What follows belongs to an exercise in optimizing a design on an open flow for small area; a production flow would make more cautious choices.
In this exercise RTL edits were held to simulation tests only and were not proved equivalent to the original.
Power is estimated from default activity; no workload was simulated.

`config.mk`:
```
export PLATFORM = sky130hd
export DESIGN_NAME = riscv_pipeline
export DESIGN_NICKNAME = riscv_pipeline
export VERILOG_FILES = /design/flow/design.v
export SDC_FILE = /design/flow/constraint.sdc
export NUM_CORES = 4
export LEC_CHECK = 0
export CAP_MARGIN = 20
export CORE_MARGIN = 2
export CORE_UTILIZATION = 40
export SLEW_MARGIN = 20
```
`constraint.sdc`:
```
create_clock -name core_clock -period 20.0 [get_ports {clk}]
set_input_delay 4.0000 -clock core_clock [delete_from_list [all_inputs] [get_ports {clk}]]
set_output_delay 4.0000 -clock core_clock [all_outputs]
set_load 0.01 [all_outputs]
```
`design.v`:
```
module riscv_pipeline (
    input clk,
    input rst,
    output [31:0] inst_adr,
    input [31:0] inst,
    output mem_read,
    output mem_write,     
    output [3:0] data_out_mask,   
    input  [31:0] data_in,
    output [31:0] data_adr,
    output [31:0] data_out
);
    wire b,h,w;
    wire pc_en; 
    wire NOP;
    wire [4:0] ID_EX_rd_hu;
    wire mem_read_hu;
    wire [4:0] ID_Src1_hu;
    wire [4:0] ID_Src2_hu;
    wire IF_ID_en;
    wire ID_EX_en;
    wire EX_MEM_en;
    wire MEM_WB_en;
    wire[4:0] ID_EX_rd_fu;
    wire[4:0] EX_MEM_rd_fu;
    wire[4:0] MEM_WB_rd_fu;
    wire ID_EX_reg_write_fu; 
    wire EX_MEM_reg_write_fu; 
    wire MEM_WB_reg_write_fu; 
    wire[1:0] forwardSrc1; 
    wire[1:0] forwardSrc2;
    wire[6:0] opcode; 
    wire[2:0] func3;
    wire[6:0] func7; 
    wire PC_src;
    wire jal_jalr;
    wire alu_src1;
    wire [1:0] alu_src2;
    wire ensh2;
    wire set0;
    wire gt;
    wire lt;
    wire eq;
    wire sgn_unsgn;
    wire [2:0] imm_typ;
    wire [3:0] alu_operation;
    wire wb_src;
    wire reg_write;
    wire mem_read_i; 
    wire mem_write_i;
    wire bhu;
    wire IF_flush;
  datapath DP(
    .clk(clk),
    .rst(rst),
    .pc_en(pc_en), 
    .NOP(NOP),
    .ID_EX_rd_hu(ID_EX_rd_hu),
    .mem_read_hu(mem_read_hu), 
    .ID_Src1_hu(ID_Src1_hu),
    .ID_Src2_hu(ID_Src2_hu),
    .IF_ID_en(IF_ID_en),
    .ID_EX_en(ID_EX_en),
    .EX_MEM_en(ID_EX_en),
    .MEM_WB_en(ID_EX_en), 
    .ID_EX_rd_fu(ID_EX_rd_fu),
    .EX_MEM_rd_fu(EX_MEM_rd_fu),
    .MEM_WB_rd_fu(MEM_WB_rd_fu),
    .ID_EX_reg_write_fu(ID_EX_reg_write_fu), 
    .EX_MEM_reg_write_fu(EX_MEM_reg_write_fu), 
    .MEM_WB_reg_write_fu(MEM_WB_reg_write_fu), 
    .forwardSrc1(forwardSrc1), 
    .forwardSrc2(forwardSrc2),
    .inst_adr(inst_adr),
    .inst(inst),
    .opcode(opcode), 
    .func3(func3),
    .func7(func7), 
    .PC_src(PC_src),
    .jal_jalr(jal_jalr),
    .alu_src1(alu_src1),
    .alu_src2(alu_src2),
    .ensh2(ensh2),
    .set0(set0),
    .gt(gt),
    .lt(lt),
    .eq(eq),
    .sgn_unsgn(sgn_unsgn),
    .imm_typ(imm_typ),
    .alu_operation(alu_operation),
    .wb_src(wb_src),
    .reg_write(reg_write),
    .mem_read_i(mem_read_i), 
    .mem_write_i(mem_write_i),
    .b(b),
    .h(h),
    .w(w),
    .bhu(bhu),
    .IF_flush(IF_flush),
    .mem_read_o(mem_read), 
    .mem_write_o(mem_write),
    .data_out_mask(data_out_mask), 
    .data_adr(data_adr), 
    .data_out(data_out),
    .data_in(data_in)
);
  controller CU( 
    .opcode(opcode), 
    .func3(func3),
    .func7(func7),
    .gt(gt),
    .lt(lt),
    .eq(eq), 
    .PC_src(PC_src),
    .jal_jalr(jal_jalr),
    .alu_src1(alu_src1),
    .alu_src2(alu_src2),
    .ensh2(ensh2),
    .set0(set0),
    .sgn_unsgn(sgn_unsgn),
    .imm_typ(imm_typ),
    .alu_operation(alu_operation),
    .wb_src(wb_src),
    .reg_write(reg_write),
    .mem_read_i(mem_read_i), 
    .mem_write_i(mem_write_i),
    .b(b),
    .h(h),
    .w(w),
    .bhu(bhu),
    .IF_flush(IF_flush)
);
  hazard_unit HU (
    .ID_EX_memread(mem_read_hu),
    .ID_EX_rd(ID_EX_rd_hu), 
    .IF_ID_rs1(ID_Src1_hu), 
    .IF_ID_rs2(ID_Src2_hu),
    .pc_en(pc_en), 
    .IF_ID_en(IF_ID_en), 
    .ID_EX_en(ID_EX_en),
    .EX_MEM_en(ID_EX_en),
    .MEM_WB_en(ID_EX_en), 
    .c_or_nop(NOP)
);
  forwarding_unit FU(
    .ID_EX_reg_write(ID_EX_reg_write_fu), 
    .EX_MEM_reg_write(EX_MEM_reg_write_fu), 
    .MEM_WB_reg_write(MEM_WB_reg_write_fu),
    .IF_ID_rs1(ID_Src1_hu), 
    .IF_ID_rs2(ID_Src2_hu), 
    .ID_EX_rd(ID_EX_rd_fu), 
    .EX_MEM_rd(EX_MEM_rd_fu), 
    .MEM_WB_rd(MEM_WB_rd_fu),
    .forwardSrc1(forwardSrc1),
    .forwardSrc2(forwardSrc2)
);
endmodule
module datapath(
    input clk,
    input rst,
    input pc_en, 
    input NOP,
    output [4:0] ID_EX_rd_hu,
    output mem_read_hu, 
    output [4:0] ID_Src1_hu,
    output [4:0] ID_Src2_hu,
    input IF_ID_en,
    input ID_EX_en,
    input EX_MEM_en,
    input MEM_WB_en, 
    output[4:0] ID_EX_rd_fu,
    output[4:0] EX_MEM_rd_fu,
    output[4:0] MEM_WB_rd_fu,
    output ID_EX_reg_write_fu, 
    output EX_MEM_reg_write_fu, 
    output MEM_WB_reg_write_fu, 
    input[1:0] forwardSrc1, 
    input[1:0] forwardSrc2,
    output[31:0] inst_adr,
    input[31:0] inst,
    output[6:0] opcode, 
    output[2:0] func3,
    output[6:0] func7, 
    input PC_src,
    input jal_jalr,
    input alu_src1,
    input [1:0] alu_src2,
    input ensh2,
    input set0,
    output gt,
    output lt,
    output eq,
    input sgn_unsgn,
    input [2:0] imm_typ,
    input [3:0] alu_operation,
    input wb_src,
    input reg_write,
    input mem_read_i, 
    input mem_write_i,
    input b,
    input h,
    input w,
    input bhu,
    input IF_flush,
    output mem_read_o, 
    output mem_write_o,
    output [3:0] data_out_mask, 
    output[31:0] data_adr, 
    output[31:0] data_out,
    input[31:0] data_in
);
    wire [31:0] IF_PC_Out;  
    wire [31:0] IF_PC_Out_reg;  
    wire [31:0] inst_reg;  
    wire [31:0] jump_address;  
    wire bhu_reg;  
    wire b_reg;  
    wire h_reg;  
    wire w_reg;  
    wire [7:0] control_signals_nop_reg;  
    wire [31:0] ID_PC_reg;   
    wire [31:0] ID_ALU_Src2_L1_reg;  
    wire [4:0] ID_rf_rd_reg;  
    wire [31:0] ID_ALU_Src2_reg;  
    wire [31:0] ID_ALU_Src1_reg;  
    wire [4:0] ID_EX_rd;  
    wire ID_EX_reg_write;  
    wire [31:0] alu_out;  
    wire ID_EX_bhu_reg;  
    wire ID_EX_b_reg;  
    wire ID_EX_h_reg;  
    wire ID_EX_w_reg;  
    wire ID_EX_wb_src_reg;  
    wire ID_EX_reg_write_reg;  
    wire ID_EX_mem_read_i_reg;  
    wire ID_EX_mem_write_i_reg;  
    wire [31:0] EX_PC_reg;  
    wire [31:0] ID_EX_ALU_Src2_L1_reg;  
    wire [31:0] alu_out_reg;  
    wire [4:0] ID_EX_rd_reg;  
    wire[4:0] EX_MEM_rd;  
    wire EX_MEM_reg_write;  
    wire [31:0] EX_MEM_alu_out;  
    wire EX_MEM_mem_read_i;  
    wire EX_MEM_mem_write_i;  
    wire [31:0] data_out_pr;  
    wire [31:0] EX_RF_WR_Data;  
    wire EX_MEM_reg_write_reg;  
    wire [31:0] MEM_PC_reg;  
    wire [31:0] EX_RF_WR_Data_reg;  
    wire [4:0] EX_MEM_rd_reg;  
    wire[4:0] MEM_WB_rd;  
    wire MEM_WB_reg_write;  
    wire [31:0] RF_WR_Data;  
    assign ID_EX_rd_fu = ID_EX_rd;
    assign ID_EX_reg_write_fu = ID_EX_reg_write;
    assign EX_MEM_rd_fu = EX_MEM_rd;
    assign EX_MEM_reg_write_fu = EX_MEM_reg_write;
    assign MEM_WB_rd_fu = MEM_WB_rd;
    assign MEM_WB_reg_write_fu = MEM_WB_reg_write;
    assign mem_read_o = EX_MEM_mem_read_i; 
    assign mem_write_o = EX_MEM_mem_write_i; 
    assign data_out = data_out_pr;
    assign data_adr = {EX_MEM_alu_out[31:2], 2'b00};
    assign inst_adr = IF_PC_Out;
    fetch_stage IF (
        .clk(clk),
        .rst(rst),
        .pc_en(pc_en),  
        .PC_src(PC_src),  
        .IF_flush(IF_flush),  
        .IF_ID_en(IF_ID_en),  
        .inst(inst),  
        .jump_address(jump_address),  
        .IF_PC_Out(IF_PC_Out),  
        .IF_PC_Out_reg(IF_PC_Out_reg),  
        .inst_reg(inst_reg)  
    );
    decode_stage ID (
        .clk(clk),
        .rst(rst),
        .imm_typ(imm_typ),  
        .jal_jalr(jal_jalr),  
        .ensh2(ensh2),  
        .set0(set0),  
        .mem_write_i(mem_write_i),  
        .mem_read_i(mem_read_i),  
        .reg_write(reg_write),  
        .wb_src(wb_src),  
        .alu_operation(alu_operation),  
        .NOP(NOP),  
        .forwardSrc1(forwardSrc1),  
        .forwardSrc2(forwardSrc2),  
        .alu_src1(alu_src1),  
        .alu_src2(alu_src2),  
        .sgn_unsgn(sgn_unsgn),  
        .ID_EX_en(ID_EX_en),  
        .bhu(bhu),  
        .b(b),  
        .h(h),  
        .w(w),  
        .inst_reg(inst_reg),  
        .IF_PC_Out_reg(IF_PC_Out_reg),  
        .EX_RF_WR_Data(EX_RF_WR_Data),  
        .alu_out(alu_out),  
        .MEM_WB_reg_write(MEM_WB_reg_write),  
        .MEM_WB_rd(MEM_WB_rd),  
        .RF_WR_Data(RF_WR_Data),  
        .func3(func3),  
        .func7(func7),  
        .opcode(opcode),  
        .ID_Src1_hu(ID_Src1_hu),  
        .ID_Src2_hu(ID_Src2_hu),  
        .gt(gt),  
        .lt(lt),  
        .eq(eq),  
        .jump_address(jump_address),  
        .bhu_reg(bhu_reg),  
        .b_reg(b_reg),  
        .h_reg(h_reg),  
        .w_reg(w_reg),  
        .control_signals_nop_reg(control_signals_nop_reg),  
        .ID_PC_reg(ID_PC_reg),  
        .ID_ALU_Src2_L1_reg(ID_ALU_Src2_L1_reg),  
        .ID_rf_rd_reg(ID_rf_rd_reg),  
        .ID_ALU_Src2_reg(ID_ALU_Src2_reg),  
        .ID_ALU_Src1_reg(ID_ALU_Src1_reg)  
    );
    execute_stage EX(
        .clk(clk),
        .rst(rst),
        .EX_MEM_en(EX_MEM_en),  
        .bhu_reg(bhu_reg),  
        .b_reg(b_reg),  
        .h_reg(h_reg),  
        .w_reg(w_reg),  
        .control_signals_nop_reg(control_signals_nop_reg),  
        .ID_PC_reg(ID_PC_reg),  
        .ID_ALU_Src2_L1_reg(ID_ALU_Src2_L1_reg),  
        .ID_rf_rd_reg(ID_rf_rd_reg),  
        .ID_ALU_Src2_reg(ID_ALU_Src2_reg),  
        .ID_ALU_Src1_reg(ID_ALU_Src1_reg),  
        .ID_EX_rd_hu(ID_EX_rd_hu),  
        .mem_read_hu(mem_read_hu),  
        .ID_EX_rd(ID_EX_rd),  
        .ID_EX_reg_write(ID_EX_reg_write),  
        .alu_out(alu_out),  
        .ID_EX_bhu_reg(ID_EX_bhu_reg),  
        .ID_EX_b_reg(ID_EX_b_reg),  
        .ID_EX_h_reg(ID_EX_h_reg),  
        .ID_EX_w_reg(ID_EX_w_reg),  
        .ID_EX_wb_src_reg(ID_EX_wb_src_reg),  
        .ID_EX_reg_write_reg(ID_EX_reg_write_reg),  
        .ID_EX_mem_read_i_reg(ID_EX_mem_read_i_reg),  
        .ID_EX_mem_write_i_reg(ID_EX_mem_write_i_reg),  
        .EX_PC_reg(EX_PC_reg),  
        .ID_EX_ALU_Src2_L1_reg(ID_EX_ALU_Src2_L1_reg),  
        .alu_out_reg(alu_out_reg),  
        .ID_EX_rd_reg(ID_EX_rd_reg)  
    );
    mem_stage MEM(
        .clk(clk),
        .rst(rst),
        .data_in(data_in),  
        .data_out_mask(data_out_mask),  
        .MEM_WB_en(MEM_WB_en),  
        .ID_EX_bhu_reg(ID_EX_bhu_reg),  
        .ID_EX_b_reg(ID_EX_b_reg),  
        .ID_EX_h_reg(ID_EX_h_reg),  
        .ID_EX_w_reg(ID_EX_w_reg),  
        .ID_EX_wb_src_reg(ID_EX_wb_src_reg),  
        .ID_EX_reg_write_reg(ID_EX_reg_write_reg),  
        .ID_EX_mem_read_i_reg(ID_EX_mem_read_i_reg),  
        .ID_EX_mem_write_i_reg(ID_EX_mem_write_i_reg),  
        .EX_PC_reg(EX_PC_reg),  
        .ID_EX_ALU_Src2_L1_reg(ID_EX_ALU_Src2_L1_reg),  
        .alu_out_reg(alu_out_reg),  
        .ID_EX_rd_reg(ID_EX_rd_reg),  
        .EX_MEM_rd(EX_MEM_rd),  
        .EX_MEM_reg_write(EX_MEM_reg_write),  
        .EX_MEM_alu_out(EX_MEM_alu_out),  
        .EX_MEM_mem_read_i(EX_MEM_mem_read_i),  
        .EX_MEM_mem_write_i(EX_MEM_mem_write_i),  
        .data_out_pr(data_out_pr),  
        .EX_RF_WR_Data(EX_RF_WR_Data),  
        .EX_MEM_reg_write_reg(EX_MEM_reg_write_reg),  
        .MEM_PC_reg(MEM_PC_reg),  
        .EX_RF_WR_Data_reg(EX_RF_WR_Data_reg),  
        .EX_MEM_rd_reg(EX_MEM_rd_reg)  
    );
    writeback_stage WB(
        .EX_MEM_reg_write_reg(EX_MEM_reg_write_reg),  
        .MEM_PC_reg(MEM_PC_reg),  
        .EX_RF_WR_Data_reg(EX_RF_WR_Data_reg),  
        .EX_MEM_rd_reg(EX_MEM_rd_reg),  
        .MEM_WB_rd(MEM_WB_rd),  
        .MEM_WB_reg_write(MEM_WB_reg_write),  
        .RF_WR_Data(RF_WR_Data)  
    );
endmodule
module fetch_stage (
    input clk,
    input rst,
    input pc_en,  
    input PC_src,  
    input IF_flush,  
    input IF_ID_en,  
    input [31:0] inst,  
    input [31:0] jump_address,  
    output [31:0] IF_PC_Out,  
    output [31:0] IF_PC_Out_reg,  
    output [31:0] inst_reg  
);
    wire [31:0] IF_PC_In;  
    wire [31:0] PCplus4;  
    register #(
        .size(32)
    ) PC (
        .clk(clk),
        .rst(rst),
        .clr(1'b0),
        .ld(pc_en),
        .d_in(IF_PC_In),
        .d_out(IF_PC_Out)
    );
    adder #(
        .size(32)
    ) PCC_ADDER (
        .a(IF_PC_Out),
        .b(32'd4),
        .cin(1'b0),
        .cout(),
        .sum(PCplus4)
    );
    mux2to1 #(
        .size(32)
    ) PC_Input_Src_MUX (
        .i0(PCplus4), 
        .i1(jump_address),
        .sel(PC_src),
        .y(IF_PC_In)
    );
    register #(
        .size(64)
    ) IF_ID_reg (
        .clk(clk),
        .rst(rst),
        .clr(IF_flush & IF_ID_en),
        .ld(IF_ID_en),
        .d_in({IF_PC_Out, inst}),
        .d_out({IF_PC_Out_reg, inst_reg})
    );
endmodule
module decode_stage (
    input clk,
    input rst,
    input [2:0] imm_typ,  
    input jal_jalr,  
    input ensh2,  
    input set0,  
    input mem_write_i,  
    input mem_read_i,  
    input reg_write,  
    input wb_src,  
    input [3:0] alu_operation,  
    input NOP,  
    input [1:0] forwardSrc1,  
    input [1:0] forwardSrc2,  
    input alu_src1,  
    input [1:0] alu_src2,  
    input sgn_unsgn,  
    input ID_EX_en,  
    input bhu,  
    input b,  
    input h,  
    input w,  
    input [31:0] inst_reg,  
    input [31:0] IF_PC_Out_reg,  
    input [31:0] EX_RF_WR_Data,  
    input [31:0] alu_out,  
    input MEM_WB_reg_write,  
    input [4:0] MEM_WB_rd,  
    input [31:0] RF_WR_Data,  
    output [2:0] func3,  
    output [6:0] func7,  
    output [6:0] opcode,  
    output [4:0] ID_Src1_hu,  
    output [4:0] ID_Src2_hu,  
    output gt,  
    output lt,  
    output eq,  
    output [31:0] jump_address,  
    output bhu_reg, 
    output b_reg, 
    output h_reg, 
    output w_reg, 
    output [7:0] control_signals_nop_reg, 
    output [31:0] ID_PC_reg,  
    output [31:0] ID_ALU_Src2_L1_reg, 
    output [4:0] ID_rf_rd_reg, 
    output [31:0] ID_ALU_Src2_reg, 
    output [31:0] ID_ALU_Src1_reg
);
    wire [31:0] ID_PC;  
    wire [4:0] shamt;  
    wire [11:0] imm_itype;  
    wire [19:0] imm_jtype;  
    wire [11:0] imm_stype;  
    wire [11:0] imm_btype;  
    wire [19:0] imm_utype;  
    wire [4:0] ID_rf_src2;  
    wire [4:0] ID_rf_src1;  
    wire [4:0] ID_rf_rd;  
    wire [31:0] RF_src1_data;  
    wire [31:0] RF_src2_data;  
    wire [31:0] sgn_ext_imm;  
    wire [31:0] base_address;  
    wire [31:0] offset_address;  
    wire [31:0] j_address;  
    wire [7:0] control_signals_nop;  
    wire [31:0] ID_ALU_Src1_L1;  
    wire [31:0] ID_ALU_Src1;  
    wire [31:0] ID_ALU_Src2_L1;  
    wire [31:0] ID_ALU_Src2;  
    wire [32:0] diff_sgn, diff_usg;  
    wire gt_sgn, lt_sgn, gt_usg, lt_usg;  
    assign func3 = inst_reg[14:12];
    assign func7 = inst_reg[31:25];
    assign ID_rf_src2 = inst_reg[24:20];
    assign ID_rf_src1 = inst_reg[19:15];
    assign ID_rf_rd = inst_reg[11:7];
    assign opcode = inst_reg[6:0];
    assign imm_itype = inst_reg[31:20];
    assign imm_jtype = {inst_reg[31], inst_reg[20:13], inst_reg[21], inst_reg[30:21]};
    assign imm_stype = {inst_reg[31:25], inst_reg[11:7]};
    assign imm_utype = inst_reg[31:12];
    assign imm_btype = {inst_reg[31], inst_reg[7], inst_reg[30:25], inst_reg[11:8]};
    assign shamt = inst_reg[24:20];
    assign ID_PC = IF_PC_Out_reg;
    assign ID_Src1_hu = ID_rf_src1;
    assign ID_Src2_hu = ID_rf_src2;
    reg_file RF (
        .clk(clk),
        .rst(rst),
        .reg_write(MEM_WB_reg_write),  
        .rd_reg1(ID_rf_src1), 
        .rd_reg2(ID_rf_src2), 
        .wr_reg(MEM_WB_rd),
        .wr_data(RF_WR_Data),
        .rd_data1(RF_src1_data), 
        .rd_data2(RF_src2_data)
    );
    imm_gen IMM_GEN (
        .imm_itype(imm_itype),
        .imm_jtype(imm_jtype),
        .imm_stype(imm_stype),
        .imm_btype(imm_btype),
        .imm_utype(imm_utype),
        .shamt(shamt),
        .typ(imm_typ),
        .d_out(sgn_ext_imm)
    );
    mux2to1 #(
        .size(32)
    ) BASE_JMP_MUX (
        .i0(ID_PC), 
        .i1(RF_src1_data), 
        .sel(jal_jalr),
        .y(base_address)
    );
    assign offset_address = (ensh2) ? {sgn_ext_imm[29:0], 2'b00} : sgn_ext_imm;
    adder #(
        .size(32)
    ) ADDRESS_ADDER (
        .a(base_address),
        .b(offset_address),
        .cin(1'b0),
        .cout(),
        .sum(j_address)
    );
    assign jump_address = (set0) ? {j_address[31:1], 1'b0} : j_address;
    mux2to1 #(
        .size(8)
    ) STALL_MUX (
        .i0({alu_operation, wb_src, reg_write, mem_read_i, mem_write_i}), 
        .i1(8'b0),
        .sel(NOP),
        .y(control_signals_nop)
    );
    mux4to1 #(
        .size(32)
    ) MUX_ALU_Src1_L1 (
        .i0(RF_src1_data), 
        .i1(alu_out),
        .i2(EX_RF_WR_Data),
        .i3(RF_WR_Data),
        .sel(forwardSrc1),
        .y(ID_ALU_Src1_L1)
    );
    mux2to1 #(
        .size(32)
    ) MUX_ALU_Src1 (
        .i0(ID_ALU_Src1_L1), 
        .i1(ID_PC),
        .sel(alu_src1),
        .y(ID_ALU_Src1)
    );
    mux4to1 #(
        .size(32)
    ) MUX_ALU_Src2_L1 (
        .i0(RF_src2_data), 
        .i1(alu_out),
        .i2(EX_RF_WR_Data),
        .i3(RF_WR_Data),
        .sel(forwardSrc2),
        .y(ID_ALU_Src2_L1)
    );
    mux4to1 #(
        .size(32)
    ) MUX_ALU_Src2 (
        .i0(ID_ALU_Src2_L1), 
        .i1(sgn_ext_imm),
        .i2(32'd4),
        .i3(),
        .sel(alu_src2),
        .y(ID_ALU_Src2)
    );
    assign diff_sgn = {ID_ALU_Src1_L1[31], ID_ALU_Src1_L1} - {ID_ALU_Src2_L1[31], ID_ALU_Src2_L1};
    assign gt_sgn = (diff_sgn[32] == 1'b1) ? 1'b0 : 1'b1;
    assign lt_sgn = (diff_sgn[32] == 1'b1) ? 1'b1 : 1'b0;
    assign diff_usg = {1'b0, ID_ALU_Src1_L1} - {1'b0, ID_ALU_Src2_L1};
    assign gt_usg = (diff_usg[32] == 1'b1) ? 1'b0 : 1'b1;
    assign lt_usg = (diff_usg[32] == 1'b1) ? 1'b1 : 1'b0;
    assign gt = (sgn_unsgn == 1'b0) ? gt_sgn :
                gt_usg;
    assign lt = (sgn_unsgn == 1'b0) ? lt_sgn :
                lt_usg;
    assign eq = (ID_ALU_Src1_L1 == ID_ALU_Src2_L1) ? 1'b1 : 1'b0;
    register #(
        .size(145)
    ) ID_EX_reg (
        .clk(clk),
        .rst(rst),
        .clr(1'b0), 
        .ld(ID_EX_en),
        .d_in({bhu, b, h, w, control_signals_nop, ID_PC,  ID_ALU_Src2_L1, ID_rf_rd, ID_ALU_Src2, ID_ALU_Src1}),
        .d_out({bhu_reg, b_reg, h_reg, w_reg, control_signals_nop_reg, ID_PC_reg, ID_ALU_Src2_L1_reg, ID_rf_rd_reg, ID_ALU_Src2_reg, ID_ALU_Src1_reg})
    );
endmodule
module execute_stage (
    input clk,
    input rst,
    input EX_MEM_en,  
    input bhu_reg,  
    input b_reg,  
    input h_reg,  
    input w_reg,  
    input [7:0] control_signals_nop_reg,  
    input [31:0] ID_PC_reg,  
    input [31:0] ID_ALU_Src2_L1_reg,  
    input [4:0] ID_rf_rd_reg,  
    input [31:0] ID_ALU_Src2_reg,  
    input [31:0] ID_ALU_Src1_reg,  
    output [4:0] ID_EX_rd_hu,  
    output mem_read_hu,  
    output [4:0] ID_EX_rd,  
    output ID_EX_reg_write,  
    output [31:0] alu_out,  
    output ID_EX_bhu_reg,  
    output ID_EX_b_reg,  
    output ID_EX_h_reg,  
    output ID_EX_w_reg,  
    output ID_EX_wb_src_reg,  
    output ID_EX_reg_write_reg,  
    output ID_EX_mem_read_i_reg,  
    output ID_EX_mem_write_i_reg,  
    output [31:0] EX_PC_reg,  
    output [31:0] ID_EX_ALU_Src2_L1_reg,  
    output [31:0] alu_out_reg,  
    output [4:0] ID_EX_rd_reg  
);
    wire [31:0] EX_PC;  
    wire [31:0] ALU_OP1;  
    wire [31:0] ALU_OP2;  
    wire [3:0] ID_EX_alu_operation;  
    wire ID_EX_wb_src;  
    wire ID_EX_mem_read_i;  
    wire ID_EX_mem_write_i;  
    wire zero;  
    wire [31:0] ID_EX_ALU_Src2_L1;  
    wire ID_EX_b;  
    wire ID_EX_h;  
    wire ID_EX_w;  
    wire ID_EX_bhu;  
    assign EX_PC = ID_PC_reg;
    assign ID_EX_ALU_Src2_L1 = ID_ALU_Src2_L1_reg;
    assign ID_EX_rd = ID_rf_rd_reg;
    assign ALU_OP1 = ID_ALU_Src1_reg;
    assign ALU_OP2 = ID_ALU_Src2_reg;
    assign {ID_EX_alu_operation, ID_EX_wb_src, ID_EX_reg_write, ID_EX_mem_read_i, ID_EX_mem_write_i} = control_signals_nop_reg;
    assign ID_EX_w = w_reg;
    assign ID_EX_h = h_reg;
    assign ID_EX_b = b_reg;
    assign ID_EX_bhu = bhu_reg;
    assign ID_EX_rd_hu = ID_EX_rd;
    assign mem_read_hu = ID_EX_mem_read_i;
    alu #(
        .size(32)
    ) ALU (
        .a(ALU_OP1), 
        .b(ALU_OP2),
        .ctrl(ID_EX_alu_operation),
        .y(alu_out),
        .zero(zero)
    ); 
    register #(
        .size(109)
    ) EX_MEM_reg (
        .clk(clk),
        .rst(rst),
        .clr(1'b0),
        .ld(EX_MEM_en),
        .d_in({ID_EX_bhu, ID_EX_b, ID_EX_h, ID_EX_w, ID_EX_wb_src, ID_EX_reg_write, ID_EX_mem_read_i, ID_EX_mem_write_i, EX_PC, ID_EX_ALU_Src2_L1, alu_out, ID_EX_rd}),
        .d_out({ID_EX_bhu_reg, ID_EX_b_reg, ID_EX_h_reg, ID_EX_w_reg, ID_EX_wb_src_reg, ID_EX_reg_write_reg, ID_EX_mem_read_i_reg, ID_EX_mem_write_i_reg, EX_PC_reg, ID_EX_ALU_Src2_L1_reg, alu_out_reg, ID_EX_rd_reg})
    );
endmodule
module mem_stage(
    input clk,
    input rst,
    input [31:0] data_in,  
    output [3:0] data_out_mask,  
    input MEM_WB_en,  
    input ID_EX_bhu_reg,  
    input ID_EX_b_reg,  
    input ID_EX_h_reg,  
    input ID_EX_w_reg,  
    input ID_EX_wb_src_reg,  
    input ID_EX_reg_write_reg,  
    input ID_EX_mem_read_i_reg,  
    input ID_EX_mem_write_i_reg,  
    input [31:0] EX_PC_reg,  
    input [31:0] ID_EX_ALU_Src2_L1_reg,  
    input [31:0] alu_out_reg,  
    input [4:0] ID_EX_rd_reg,  
    output [4:0] EX_MEM_rd,  
    output EX_MEM_reg_write,  
    output [31:0] EX_MEM_alu_out,  
    output EX_MEM_mem_read_i,  
    output EX_MEM_mem_write_i,  
    output [31:0] data_out_pr,  
    output [31:0] EX_RF_WR_Data,  
    output EX_MEM_reg_write_reg,  
    output [31:0] MEM_PC_reg,  
    output [31:0] EX_RF_WR_Data_reg,  
    output [4:0] EX_MEM_rd_reg  
);
    wire [31:0] EX_MEM_ALU_Src2_L1;  
    wire [31:0] MEM_PC;  
    wire EX_MEM_wb_src;  
    wire [31:0] data_in_pr;
    wire EX_MEM_b;  
    wire EX_MEM_h;  
    wire EX_MEM_w;  
    wire EX_MEM_bhu;  
    assign EX_MEM_rd = ID_EX_rd_reg;
    assign EX_MEM_alu_out = alu_out_reg;
    assign EX_MEM_ALU_Src2_L1 = ID_EX_ALU_Src2_L1_reg;
    assign MEM_PC = EX_PC_reg;
    assign {EX_MEM_wb_src, EX_MEM_reg_write, EX_MEM_mem_read_i, EX_MEM_mem_write_i} = {ID_EX_wb_src_reg, ID_EX_reg_write_reg, ID_EX_mem_read_i_reg, ID_EX_mem_write_i_reg};
    assign EX_MEM_w = ID_EX_w_reg;
    assign EX_MEM_h = ID_EX_h_reg;
    assign EX_MEM_b = ID_EX_b_reg;
    assign EX_MEM_bhu = ID_EX_bhu_reg;
    assign data_in_pr = (EX_MEM_b && ~EX_MEM_bhu && EX_MEM_alu_out[1:0]==2'b00) ? {{24{data_in[7]}}, data_in[7:0]} :
                        (EX_MEM_b && ~EX_MEM_bhu && EX_MEM_alu_out[1:0]==2'b01) ? {{24{data_in[15]}}, data_in[15:8]} :
                        (EX_MEM_b && ~EX_MEM_bhu && EX_MEM_alu_out[1:0]==2'b10) ? {{24{data_in[23]}}, data_in[23:16]} :
                        (EX_MEM_b && ~EX_MEM_bhu && EX_MEM_alu_out[1:0]==2'b11) ? {{24{data_in[31]}}, data_in[31:24]} :
                        (EX_MEM_h && ~EX_MEM_bhu && EX_MEM_alu_out[1:0]==2'b00) ? {{16{data_in[15]}}, data_in[15:0]} :
                        (EX_MEM_h && ~EX_MEM_bhu && EX_MEM_alu_out[1:0]==2'b10) ? {{16{data_in[31]}}, data_in[31:16]} :
                        (EX_MEM_b && EX_MEM_bhu && EX_MEM_alu_out[1:0]==2'b00) ? {24'd0, data_in[7:0]} :
                        (EX_MEM_b && EX_MEM_bhu && EX_MEM_alu_out[1:0]==2'b01) ? {24'd0, data_in[15:8]} :
                        (EX_MEM_b && EX_MEM_bhu && EX_MEM_alu_out[1:0]==2'b10) ? {24'd0, data_in[23:16]} :
                        (EX_MEM_b && EX_MEM_bhu && EX_MEM_alu_out[1:0]==2'b11) ? {24'd0, data_in[31:24]} :
                        (EX_MEM_h && EX_MEM_bhu && EX_MEM_alu_out[1:0]==2'b00) ? {16'd0, data_in[15:0]} :
                        (EX_MEM_h && EX_MEM_bhu && EX_MEM_alu_out[1:0]==2'b10) ? {16'd0, data_in[31:16]} :
                        (EX_MEM_w) ? data_in :
                        data_in;
    assign data_out_pr = (EX_MEM_b && EX_MEM_alu_out[1:0]==2'b00) ? {24'd0, EX_MEM_ALU_Src2_L1[7:0]} :
                         (EX_MEM_b && EX_MEM_alu_out[1:0]==2'b01) ? {16'd0, EX_MEM_ALU_Src2_L1[7:0], 8'd0} :
                         (EX_MEM_b && EX_MEM_alu_out[1:0]==2'b10) ? {8'd0, EX_MEM_ALU_Src2_L1[7:0], 16'd0} :
                         (EX_MEM_b && EX_MEM_alu_out[1:0]==2'b11) ? {EX_MEM_ALU_Src2_L1[7:0], 24'd0} :
                         (EX_MEM_h && EX_MEM_alu_out[1:0]==2'b00) ? {16'd0, EX_MEM_ALU_Src2_L1[15:0]} :
                         (EX_MEM_h && EX_MEM_alu_out[1:0]==2'b10) ? {EX_MEM_ALU_Src2_L1[15:0], 16'd0} :
                         (EX_MEM_w) ? EX_MEM_ALU_Src2_L1 :
                         EX_MEM_ALU_Src2_L1;
    assign data_out_mask = (EX_MEM_b && EX_MEM_alu_out[1:0]==2'b00) ? {4'b0001} :
                           (EX_MEM_b && EX_MEM_alu_out[1:0]==2'b01) ? {4'b0010} :
                           (EX_MEM_b && EX_MEM_alu_out[1:0]==2'b10) ? {4'b0100} :
                           (EX_MEM_b && EX_MEM_alu_out[1:0]==2'b11) ? {4'b1000} :
                           (EX_MEM_h && EX_MEM_alu_out[1:0]==2'b00) ? {4'b0011} :
                           (EX_MEM_h && EX_MEM_alu_out[1:0]==2'b10) ? {4'b1100} :
                           (EX_MEM_w) ? 4'b1111 :
                           4'b1111;
    mux2to1 #(
        .size(32)
    ) MUX7 (
        .i0(EX_MEM_alu_out), 
        .i1(data_in_pr),
        .sel(EX_MEM_wb_src),
        .y(EX_RF_WR_Data)
    );
    register #(
        .size(70)
    ) MEM_WB_reg (
        .clk(clk),
        .rst(rst),
        .clr(1'b0),
        .ld(MEM_WB_en),
        .d_in({EX_MEM_reg_write, MEM_PC, EX_RF_WR_Data, EX_MEM_rd}),
        .d_out({EX_MEM_reg_write_reg, MEM_PC_reg, EX_RF_WR_Data_reg, EX_MEM_rd_reg})
    );
endmodule
module writeback_stage (
    input EX_MEM_reg_write_reg,  
    input [31:0] MEM_PC_reg,  
    input [31:0] EX_RF_WR_Data_reg,  
    input [4:0] EX_MEM_rd_reg,  
    output [4:0] MEM_WB_rd,  
    output MEM_WB_reg_write,  
    output [31:0] RF_WR_Data  
);
    wire [31:0] WB_PC;  
    assign MEM_WB_rd = EX_MEM_rd_reg;
    assign RF_WR_Data = EX_RF_WR_Data_reg;
    assign WB_PC = MEM_PC_reg;
    assign MEM_WB_reg_write = EX_MEM_reg_write_reg;
endmodule
module reg_file (
    input clk,
    input rst,
    input reg_write,  
    input [4:0] rd_reg1, 
    input [4:0] rd_reg2, 
    input [4:0] wr_reg,
    input [31:0] wr_data,
    output [31:0] rd_data1, 
    output [31:0] rd_data2  
);
    reg [31:0] register_file [0:31];
    integer i;
    assign rd_data1 = register_file[rd_reg1];
    assign rd_data2 = register_file[rd_reg2];    
    always @(negedge clk, posedge rst)begin
        if (rst == 1'b1)
            for (i=0; i<32; i=i+1 )
                register_file[i] <= 32'd0;
        else if (reg_write == 1'b1)
            if(wr_reg != 5'd0)begin
                register_file[wr_reg] <= wr_data;
            end
    end
endmodule
module register #(
    parameter size = 8
) (
    input clk,
    input rst,
    input clr,
    input ld,
    input [size-1:0] d_in,
    output reg [size-1:0] d_out
);
    always @(posedge clk, posedge rst) begin
        if (rst)
            d_out <= {{size}{1'b0}};
        else if (clr==1'b1)
            d_out <= {{size}{1'b0}};
        else if (ld)
            d_out <= d_in;
    end
endmodule
module alu #(
    parameter size=32
) (
    input [size-1:0] a, 
    input [size-1:0] b,
    input [3:0] ctrl,
    output [size-1:0] y,
    output zero
);
    wire [32:0] res;
    wire [32:0] opA;
    wire [32:0] opB;
    wire [63:0] opSRA;
    wire ov;
    assign res = opA + opB;
    assign ov = (opA[32] & opB[32] & (~res[32])) | ((~opA[32]) & (~opB[32]) & res[32]);
    assign y = (ctrl == 4'b0000) ? (32'd0) :
               (ctrl == 4'b0001) ? (res[31:0]) :
               (ctrl == 4'b0010) ? (res[31:0]) :
               (ctrl == 4'b0011) ? b :
               (ctrl == 4'b0100) ? (res[32]) :
               (ctrl == 4'b0101) ? (res[32]) :
               (ctrl == 4'b0110) ? (a ^ b) :
               (ctrl == 4'b0111) ? (a | b) :
               (ctrl == 4'b1000) ? (a & b) :
               (ctrl == 4'b1001) ? a << b[4:0] :
               (ctrl == 4'b1010) ? a >> b[4:0] :
               (ctrl == 4'b1011) ? opSRA[31:0] :
               33'd0;
    assign opA = (ctrl == 4'b0000) ? 33'b0 :
                 (ctrl == 4'b0001) ? {a[31], a} :
                 (ctrl == 4'b0010) ? {a[31], a} :
                 (ctrl == 4'b0011) ? 33'b0 :
                 (ctrl == 4'b0100) ? {a[31], a} :
                 (ctrl == 4'b0101) ? {1'b0, a} :
                 33'd0;
    assign opB = (ctrl == 4'b0000) ? 33'b0 :
                 (ctrl == 4'b0001) ? {b[31], b} :
                 (ctrl == 4'b0010) ? (~{b[31], b} + 1'b1):
                 (ctrl == 4'b0011) ? 33'b0 :
                 (ctrl == 4'b0100) ? (~{b[31], b} + 1'b1):
                 (ctrl == 4'b0101) ? (~{1'b0, b} + 1'b1):
                 33'd0;
    assign opSRA = (ctrl == 4'b1011) ? ({{32{a[31]}},a} >> b[4:0]) : 64'b0;
    assign zero = (y == 32'd0) ? 1'b1 : 1'b0;
endmodule
module adder #(
    parameter size = 8
) (
    input [size-1:0] a,
    input [size-1:0] b,
    input cin,
    output cout,
    output [size-1:0] sum
);
    assign {cout, sum} = a + b + cin;
endmodule
module imm_gen (
    input [11:0] imm_itype,
    input [19:0] imm_jtype,
    input [11:0] imm_stype,
    input [11:0] imm_btype,
    input [19:0] imm_utype,
    input [4:0] shamt,
    input [2:0] typ,
    output [31:0] d_out
);
    assign d_out = (typ == 3'b001) ? {{20{imm_itype[11]}}, imm_itype} :
                   (typ == 3'b010) ? {{20{imm_stype[11]}}, imm_stype} :
                   (typ == 3'b011) ? {{19{imm_btype[11]}}, imm_btype, 1'b0} :
                   (typ == 3'b100) ? {imm_utype, {12'd0}} :
                   (typ == 3'b101) ? {{11{imm_jtype[19]}}, imm_jtype, 1'b0} :
                   (typ == 3'b110) ? {27'd0, shamt} :
                   32'd0;
endmodule
module mux2to1 #(
    parameter size = 8
) (
    input [size-1:0] i0, 
    input [size-1:0] i1,
    input sel,
    output [size-1:0] y
);
    assign y = (sel == 1'b1) ? i1 : i0;
endmodule
module mux4to1 #(
    parameter size = 8
) (
    input [size-1:0] i0, 
    input [size-1:0] i1,
    input [size-1:0] i2,
    input [size-1:0] i3,
    input [1:0] sel,
    output [size-1:0] y
);
    assign y = (sel == 2'b00) ? i0 :
               (sel == 2'b01) ? i1 :
               (sel == 2'b10) ? i2 :
               i3;
endmodule
module controller ( 
    input [6:0] opcode, 
    input [2:0] func3,
    input [6:0] func7,
    input gt,
    input lt,
    input eq, 
    output PC_src,
    output jal_jalr,
    output alu_src1,
    output [1:0] alu_src2,
    output ensh2,
    output set0,
    output sgn_unsgn,
    output [2:0] imm_typ,
    output [3:0] alu_operation,
    output wb_src,
    output reg_write,
    output mem_read_i, 
    output mem_write_i,
    output b,
    output h,
    output w,
    output bhu,
    output IF_flush
);
    assign {IF_flush, PC_src, jal_jalr, alu_src1, alu_src2, ensh2, set0, sgn_unsgn, imm_typ, alu_operation, wb_src, reg_write, mem_read_i, mem_write_i, b, h, w, bhu} =
    (opcode==7'b0110111) ? 24'b0_0_0_0_01_0_0_0_100_0011_0_1_0_0_0_0_0_0 :
    (opcode==7'b0010111) ? 24'b0_0_0_1_01_0_0_0_100_0001_0_1_0_0_0_0_0_0 :
    (opcode==7'b1101111) ? 24'b1_1_0_1_10_0_0_0_101_0001_0_1_0_0_0_0_0_0 :
    (opcode==7'b1100111 && func3==3'b000) ? 24'b1_1_1_1_10_0_1_0_001_0001_0_1_0_0_0_0_0_0 :
    (opcode==7'b1100011 && func3==3'b000) ? {eq, eq, 22'b0_0_00_0_0_0_011_0000_0_0_0_0_0_0_0_0} :
    (opcode==7'b1100011 && func3==3'b001) ? {~eq, ~eq, 22'b0_0_00_0_0_0_011_0000_0_0_0_0_0_0_0_0} :
    (opcode==7'b1100011 && func3==3'b100) ? {lt, lt, 22'b0_0_00_0_0_0_011_0000_0_0_0_0_0_0_0_0} :
    (opcode==7'b1100011 && func3==3'b101) ? {gt, gt, 22'b0_0_00_0_0_0_011_0000_0_0_0_0_0_0_0_0} :
    (opcode==7'b1100011 && func3==3'b110) ? {lt, lt, 22'b0_0_00_0_0_1_011_0000_0_0_0_0_0_0_0_0} :
    (opcode==7'b1100011 && func3==3'b111) ? {gt, gt, 22'b0_0_00_0_0_1_011_0000_0_0_0_0_0_0_0_0} :
    (opcode==7'b0000011 && func3==3'b000) ? 24'b0_0_0_0_01_0_0_0_001_0001_1_1_1_0_1_0_0_0 :
    (opcode==7'b0000011 && func3==3'b001) ? 24'b0_0_0_0_01_0_0_0_001_0001_1_1_1_0_0_1_0_0 :
    (opcode==7'b0000011 && func3==3'b010) ? 24'b0_0_0_0_01_0_0_0_001_0001_1_1_1_0_0_0_1_0 :
    (opcode==7'b0000011 && func3==3'b100) ? 24'b0_0_0_0_01_0_0_0_001_0001_1_1_1_0_1_0_0_1 :
    (opcode==7'b0000011 && func3==3'b101) ? 24'b0_0_0_0_01_0_0_0_001_0001_1_1_1_0_0_1_0_1 :
    (opcode==7'b0100011 && func3==3'b000) ? 24'b0_0_0_0_01_0_0_0_010_0001_0_0_0_1_1_0_0_0 :
    (opcode==7'b0100011 && func3==3'b001) ? 24'b0_0_0_0_01_0_0_0_010_0001_0_0_0_1_0_1_0_0 :
    (opcode==7'b0100011 && func3==3'b010) ? 24'b0_0_0_0_01_0_0_0_010_0001_0_0_0_1_0_0_1_0 :
    (opcode==7'b0010011 && func3==3'b000) ? 24'b0_0_0_0_01_0_0_0_001_0001_0_1_0_0_0_0_0_0 :
    (opcode==7'b0010011 && func3==3'b010) ? 24'b0_0_0_0_01_0_0_0_001_0100_0_1_0_0_0_0_0_0 :
    (opcode==7'b0010011 && func3==3'b011) ? 24'b0_0_0_0_01_0_0_0_001_0101_0_1_0_0_0_0_0_0 :
    (opcode==7'b0010011 && func3==3'b100) ? 24'b0_0_0_0_01_0_0_0_001_0110_0_1_0_0_0_0_0_0 :
    (opcode==7'b0010011 && func3==3'b110) ? 24'b0_0_0_0_01_0_0_0_001_0111_0_1_0_0_0_0_0_0 :
    (opcode==7'b0010011 && func3==3'b111) ? 24'b0_0_0_0_01_0_0_0_001_1000_0_1_0_0_0_0_0_0 :
    (opcode==7'b0010011 && func3==3'b001 && func7==7'b0000000) ? 24'b0_0_0_0_01_0_0_0_110_1001_0_1_0_0_0_0_0_0 :
    (opcode==7'b0010011 && func3==3'b101 && func7==7'b0000000) ? 24'b0_0_0_0_01_0_0_0_110_1010_0_1_0_0_0_0_0_0 :
    (opcode==7'b0010011 && func3==3'b101 && func7==7'b0100000) ? 24'b0_0_0_0_01_0_0_0_110_1011_0_1_0_0_0_0_0_0 :
    (opcode==7'b0110011 && func3==3'b000 && func7==7'b0000000) ? 24'b0_0_0_0_00_0_0_0_000_0001_0_1_0_0_0_0_0_0 :
    (opcode==7'b0110011 && func3==3'b000 && func7==7'b0100000) ? 24'b0_0_0_0_00_0_0_0_000_0010_0_1_0_0_0_0_0_0 :
    (opcode==7'b0110011 && func3==3'b001 && func7==7'b0000000) ? 24'b0_0_0_0_00_0_0_0_000_1001_0_1_0_0_0_0_0_0 :
    (opcode==7'b0110011 && func3==3'b010 && func7==7'b0000000) ? 24'b0_0_0_0_00_0_0_0_000_0100_0_1_0_0_0_0_0_0 :
    (opcode==7'b0110011 && func3==3'b011 && func7==7'b0000000) ? 24'b0_0_0_0_00_0_0_0_000_0101_0_1_0_0_0_0_0_0 :
    (opcode==7'b0110011 && func3==3'b100 && func7==7'b0000000) ? 24'b0_0_0_0_00_0_0_0_000_0110_0_1_0_0_0_0_0_0 :
    (opcode==7'b0110011 && func3==3'b101 && func7==7'b0000000) ? 24'b0_0_0_0_00_0_0_0_000_1010_0_1_0_0_0_0_0_0 :
    (opcode==7'b0110011 && func3==3'b101 && func7==7'b0100000) ? 24'b0_0_0_0_00_0_0_0_000_1011_0_1_0_0_0_0_0_0 :
    (opcode==7'b0110011 && func3==3'b110 && func7==7'b0000000) ? 24'b0_0_0_0_00_0_0_0_000_0111_0_1_0_0_0_0_0_0 :
    (opcode==7'b0110011 && func3==3'b111 && func7==7'b0000000) ? 24'b0_0_0_0_00_0_0_0_000_1000_0_1_0_0_0_0_0_0 :
    24'b0_0_0_0_00_0_0_0_000_0000_0_0_0_0_0_0_0_0;
endmodule
module hazard_unit (
    input ID_EX_memread,
    input[4:0] ID_EX_rd, 
    input[4:0] IF_ID_rs1, 
    input[4:0] IF_ID_rs2,
    output pc_en, 
    output IF_ID_en, 
    output ID_EX_en,
    output EX_MEM_en,
    output MEM_WB_en, 
    output c_or_nop
);
    assign {pc_en, IF_ID_en, ID_EX_en, EX_MEM_en, MEM_WB_en, c_or_nop} = (ID_EX_memread == 1 && (ID_EX_rd == IF_ID_rs1 || ID_EX_rd == IF_ID_rs2)) ? 6'b001111 : 6'b111110;
endmodule
module forwarding_unit (
    input ID_EX_reg_write, 
    input EX_MEM_reg_write, 
    input MEM_WB_reg_write,
    input[4:0] IF_ID_rs1, 
    input[4:0] IF_ID_rs2, 
    input[4:0] ID_EX_rd, 
    input[4:0] EX_MEM_rd, 
    input[4:0] MEM_WB_rd,
    output [1:0] forwardSrc1,
    output [1:0] forwardSrc2
);
    assign forwardSrc1 = (ID_EX_reg_write == 1'b1 && IF_ID_rs1 == ID_EX_rd && ID_EX_rd != 5'b0)    ? 2'b01 :
                      (EX_MEM_reg_write == 1'b1 && IF_ID_rs1 == EX_MEM_rd && EX_MEM_rd != 5'b0) ? 2'b10 :
                      (MEM_WB_reg_write == 1'b1 && IF_ID_rs1 == MEM_WB_rd && MEM_WB_rd != 5'b0) ? 2'b11 : 
                      2'b00;
    assign forwardSrc2 = (ID_EX_reg_write == 1'b1 && IF_ID_rs2 == ID_EX_rd && ID_EX_rd != 5'b0)    ? 2'b01 :
                      (EX_MEM_reg_write == 1'b1 && IF_ID_rs2 == EX_MEM_rd && EX_MEM_rd != 5'b0) ? 2'b10 :
                      (MEM_WB_reg_write == 1'b1 && IF_ID_rs2 == MEM_WB_rd && MEM_WB_rd != 5'b0) ? 2'b11 : 
                      2'b00;
endmodule
```
`run.sh`:
```
#!/bin/bash
# synth_recipe.tcl (not shown) runs the flow's synth.tcl, then flattens the netlist and writes it again
# the make line also repeats each setting of config.mk as NAME=value (left out here)
make -C /OpenROAD-flow-scripts/flow DESIGN_CONFIG=/design/flow/config.mk WORK_HOME=/design/flow/orfs CLKGATE_MAP_FILE= SYNTH_SCRIPT=/design/flow/synth_recipe.tcl finish
```
==> results.txt <==
-- cells by family after synthesis --
| kind of cell | after synthesis | share of synthesized area (%) |
|---|---|---|
| adder cells (fa/ha/maj) | 164 | 2.63 |
| AO/OA/AOI/OAI | 2148 | 18.9 |
| multiplexers | 1174 | 17.3 |
| flip-flops | 1344 | 42.7 |
| XOR/XNOR | 95 | 1.06 |
| AND/OR/NAND/NOR | 2102 | 12.6 |
| other | 1 | 0.00476 |
| buffers and inverters | 924 | 4.83 |
-- worst register-to-register path, stage by stage, from the launching register on --
cell and delay (ps):
dfrtn_1 350, and3_1 150, a2111oi_0 510, nand3_1 120, or4_1 570, o22ai_1 1010
o211ai_1 170, o211a_1 190, a21o_1 170, ha_1 300, nand4_1 80, nor3_1 300
and4_1 300, o31a_1 210, nor4_1 70, a211oi_1 690, a31o_2 810, nor2_1 230
a221o_1 370
-- through the flow --
stage                     total power (uW)  instance area [um^2]
after floorplan                       3200                 78700
after global placement                3490                 83100
after detailed placement              3490                 83100
after CTS                             6380                 88300
after global routing                  6550                 88400
final                                 6420                 88500
-- path summary, 6_finish.rpt --
check	startpoint	endpoint	slack [ps]
setup / recovery	DP.ID.RF.register_file[2][28]$_DFFE_NP0P_	DP.IF.PC.d_out[30]$_DFFE_PP0N_	3380
hold / removal	DP.ID.RF.register_file[0][2]$_DFFE_NP0P_	DP.ID.RF.register_file[0][2]$_DFFE_NP0P_	340
setup reg to reg	DP.ID.RF.register_file[2][28]$_DFFE_NP0P_	DP.IF.PC.d_out[30]$_DFFE_PP0N_	3380
hold reg to reg	DP.ID.RF.register_file[0][2]$_DFFE_NP0P_	DP.ID.RF.register_file[0][2]$_DFFE_NP0P_	340
max in group asynchronous	rst	DP.ID.RF.register_file[8][21]$_DFFE_NP0P_	4490
min in group asynchronous	rst	DP.MEM.MEM_WB_reg.d_out[32]$_DFF_PP0_	4340
-- layer usage --
layer  track usage (%)  up-vias  wire [um]
met5             0.684        -        257
met4              25.9       36      34400
met3              17.2     1925      61300
met2              53.2     6781     158000
met1              49.6    37000     149000
li1                  -    29200          -
-- cells in the mapped netlist (22+ instances only) --
master / number
dfrtp_1: 320
a221oi_1: 45
mux2i_1: 72
buf_2: 97
a221o_1: 24
a22o_1: 43
xnor2_1: 73
a2111oi_0: 27
nor2b_1: 51
and2_1: 48
xor2_1: 22
clkbuf_1: 508
nand4_1: 109
nor3_1: 113
and3_1: 98
o21ai_0: 346
a31oi_1: 37
a21oi_1: 315
mux2_2: 1058
a22oi_1: 840
inv_1: 164
nand2b_1: 35
o22ai_1: 47
mux4_2: 44
nand3_1: 247
buf_4: 40
nor4_1: 78
dfrtn_1: 1024
nor2_1: 395
a211oi_1: 59
o211ai_1: 52
nand2_1: 796
a21o_1: 51
ha_1: 162
buf_1: 104
o21a_1: 34
or3_1: 24
-- area by class of cell --
class	instances	area, um^2	share of cell area [%]
clock buffer	203	4270	4.82
timing repair buffer	412	3640	4.11
inverter	167	631	0.713
clock inverter	64	917	1.04
multi-input combinational	5685	42000	47.5
sequential	1344	33700	38.1
tap	2624	3280	3.71
antenna	30	75.1	0.0849
-- state kept, by name, summed over array words and instances, names as in the netlist --
register                 count
DP.IF.IF_ID_reg.d_out       64
DP.ID.RF.register_file    1024
DP.ID.ID_EX_reg.d_out      111
DP.MEM.MEM_WB_reg.d_out     38
DP.IF.PC.d_out              32
DP.EX.EX_MEM_reg.d_out      75
-- power by group --
group,internal (uW),switching [uW]
Clock,1690,1250
Sequential,2780,108
Combinational,185,406
==> flow_summary.yaml <==
sta:
  hold_ws_ps: 338
  fin_ws_ps: 3380
  timing.slew.headroom_pct: 5.69
  slew_viol_final: 0
  skew_ps: 122
  hold_viol: 0
  rsz0062_at_grt: "no"
  worstMarginPinSlew_ps: 1400
  final-setup-viol-count: 0
  fin_setup_tns_ps: 0
global_route:
  grt_pass1_vias: 70400
  grt_max_degree: 165
  grt_util_all_layers_pct: 39.1
  overflow: 0
  grt_pass1_wl_mm: 553
  grt_antenna_before_repair: 31
setup_path:
  setup.worst_path.class: "register to register"
  reg2regPathDepth: 18
  end_kind: "register"
  worstPathRequired_ps: 20720
  cpMaxStageDelayCell: "o22ai_1"
  cpPeakStageDelay_ps: 1010
  critical_path.top_delay_family: "compound AO/OA/AOI/OAI gates"
  worst-path-stages: 18
  worstPathArrival_ps: 17340
  worst-path-buf-inv: 0
  startpoint_type: "register"
  path_cells: "and3_1 > a2111oi_0 > nand3_1 > or4_1 > o22ai_1 > o211ai_1 > o211a_1 > a21o_1 > ha_1 > nand4_1 > nor3_1 > and4_1 > o31a_1 > nor4_1 > a211oi_1 > a31o_2 > nor2_1 > a221o_1"
  critPathMaxFanout: 37
cells_and_area:
  drive_gt1_share_pct: 22.5
  finalNonFillerCells: 10500
  mostFrequentLayoutCell: "mux2_2"
  finish.utilization_pct: 45.3
  layout_common_cells: "1,058 x mux2_2, 1,024 x dfrtn_1, 840 x a22oi_1"
  area_delta_synth_final_pct: 12.4
  fillerInstances: 18300
  nets: 7991
power:
  peakVddDrop_uv: 83.1
  cellLeakagePower_uw: 0.0411
  p_per_area_mw_per_mm2: 72.5
clocking:
  clkTransAtPathRegs_ps: 60
  cts_max_level: 4
  cts_tree: "built"
  clockBufferDepth: 3
  numCtsBuffers: 151
  cts.sinks: 1344
  postCtsHoldBufs: 0
  postCtsSetupRepairBufs: 0
  cts_root_buf: "clkbuf_16"
  insertion_delay_ps: 850
  cts.repair.resized: 0
drt:
  wl_per_cell_um: 38.3
  drc: 0
  vias: 75000
  drt-pass1-iter-count: 10
  first_iter_violations: 13300
  vias_per_cell: 7.12
  ant_nets: 0
  finalWirelength_mm: 403
die:
  initial_utilization_pct: 40.3
  rows: 162
  die_h_um: 448
  coreArea_mm2: 0.195
  die_x_um: 448
  dieArea_mm2: 0.200
  io_pins: 168
yosys:
  ys_types: 92
  syn-mean-instance-area_um2: 9.90
  synth.cell_area_mm2: 0.0787
  synth_edf_count: 0
  ys.flop_type: "dfrtn_1"
  syn_inst: 7952
  synth_warnings: 40
  synth_area_leader_cell: "dfrtn_1"
  yosysTopAreaCellShare_pct: 32.6
  ys_seq_elements: 1344
  ys_seq_area_share_pct: 42.7
  async_flop_share_pct: 100
  yosys-top-cells-area: "dfrtn_1 33%, mux2_2 15%, dfrtp_1 10%"
place:
  place_ws_ps: 3640
  dp_hpwl_mm: 251
  port-buffer-count: 165
  dp_cells: 10200
  gp_congestion: 1.02
run_status:
  status: "timing/DRC/antenna clean"
worst_hold_path:
  min_delay_path_depth: 0
  hold_path.class: "register to register"
run:
  cap_violations: 0
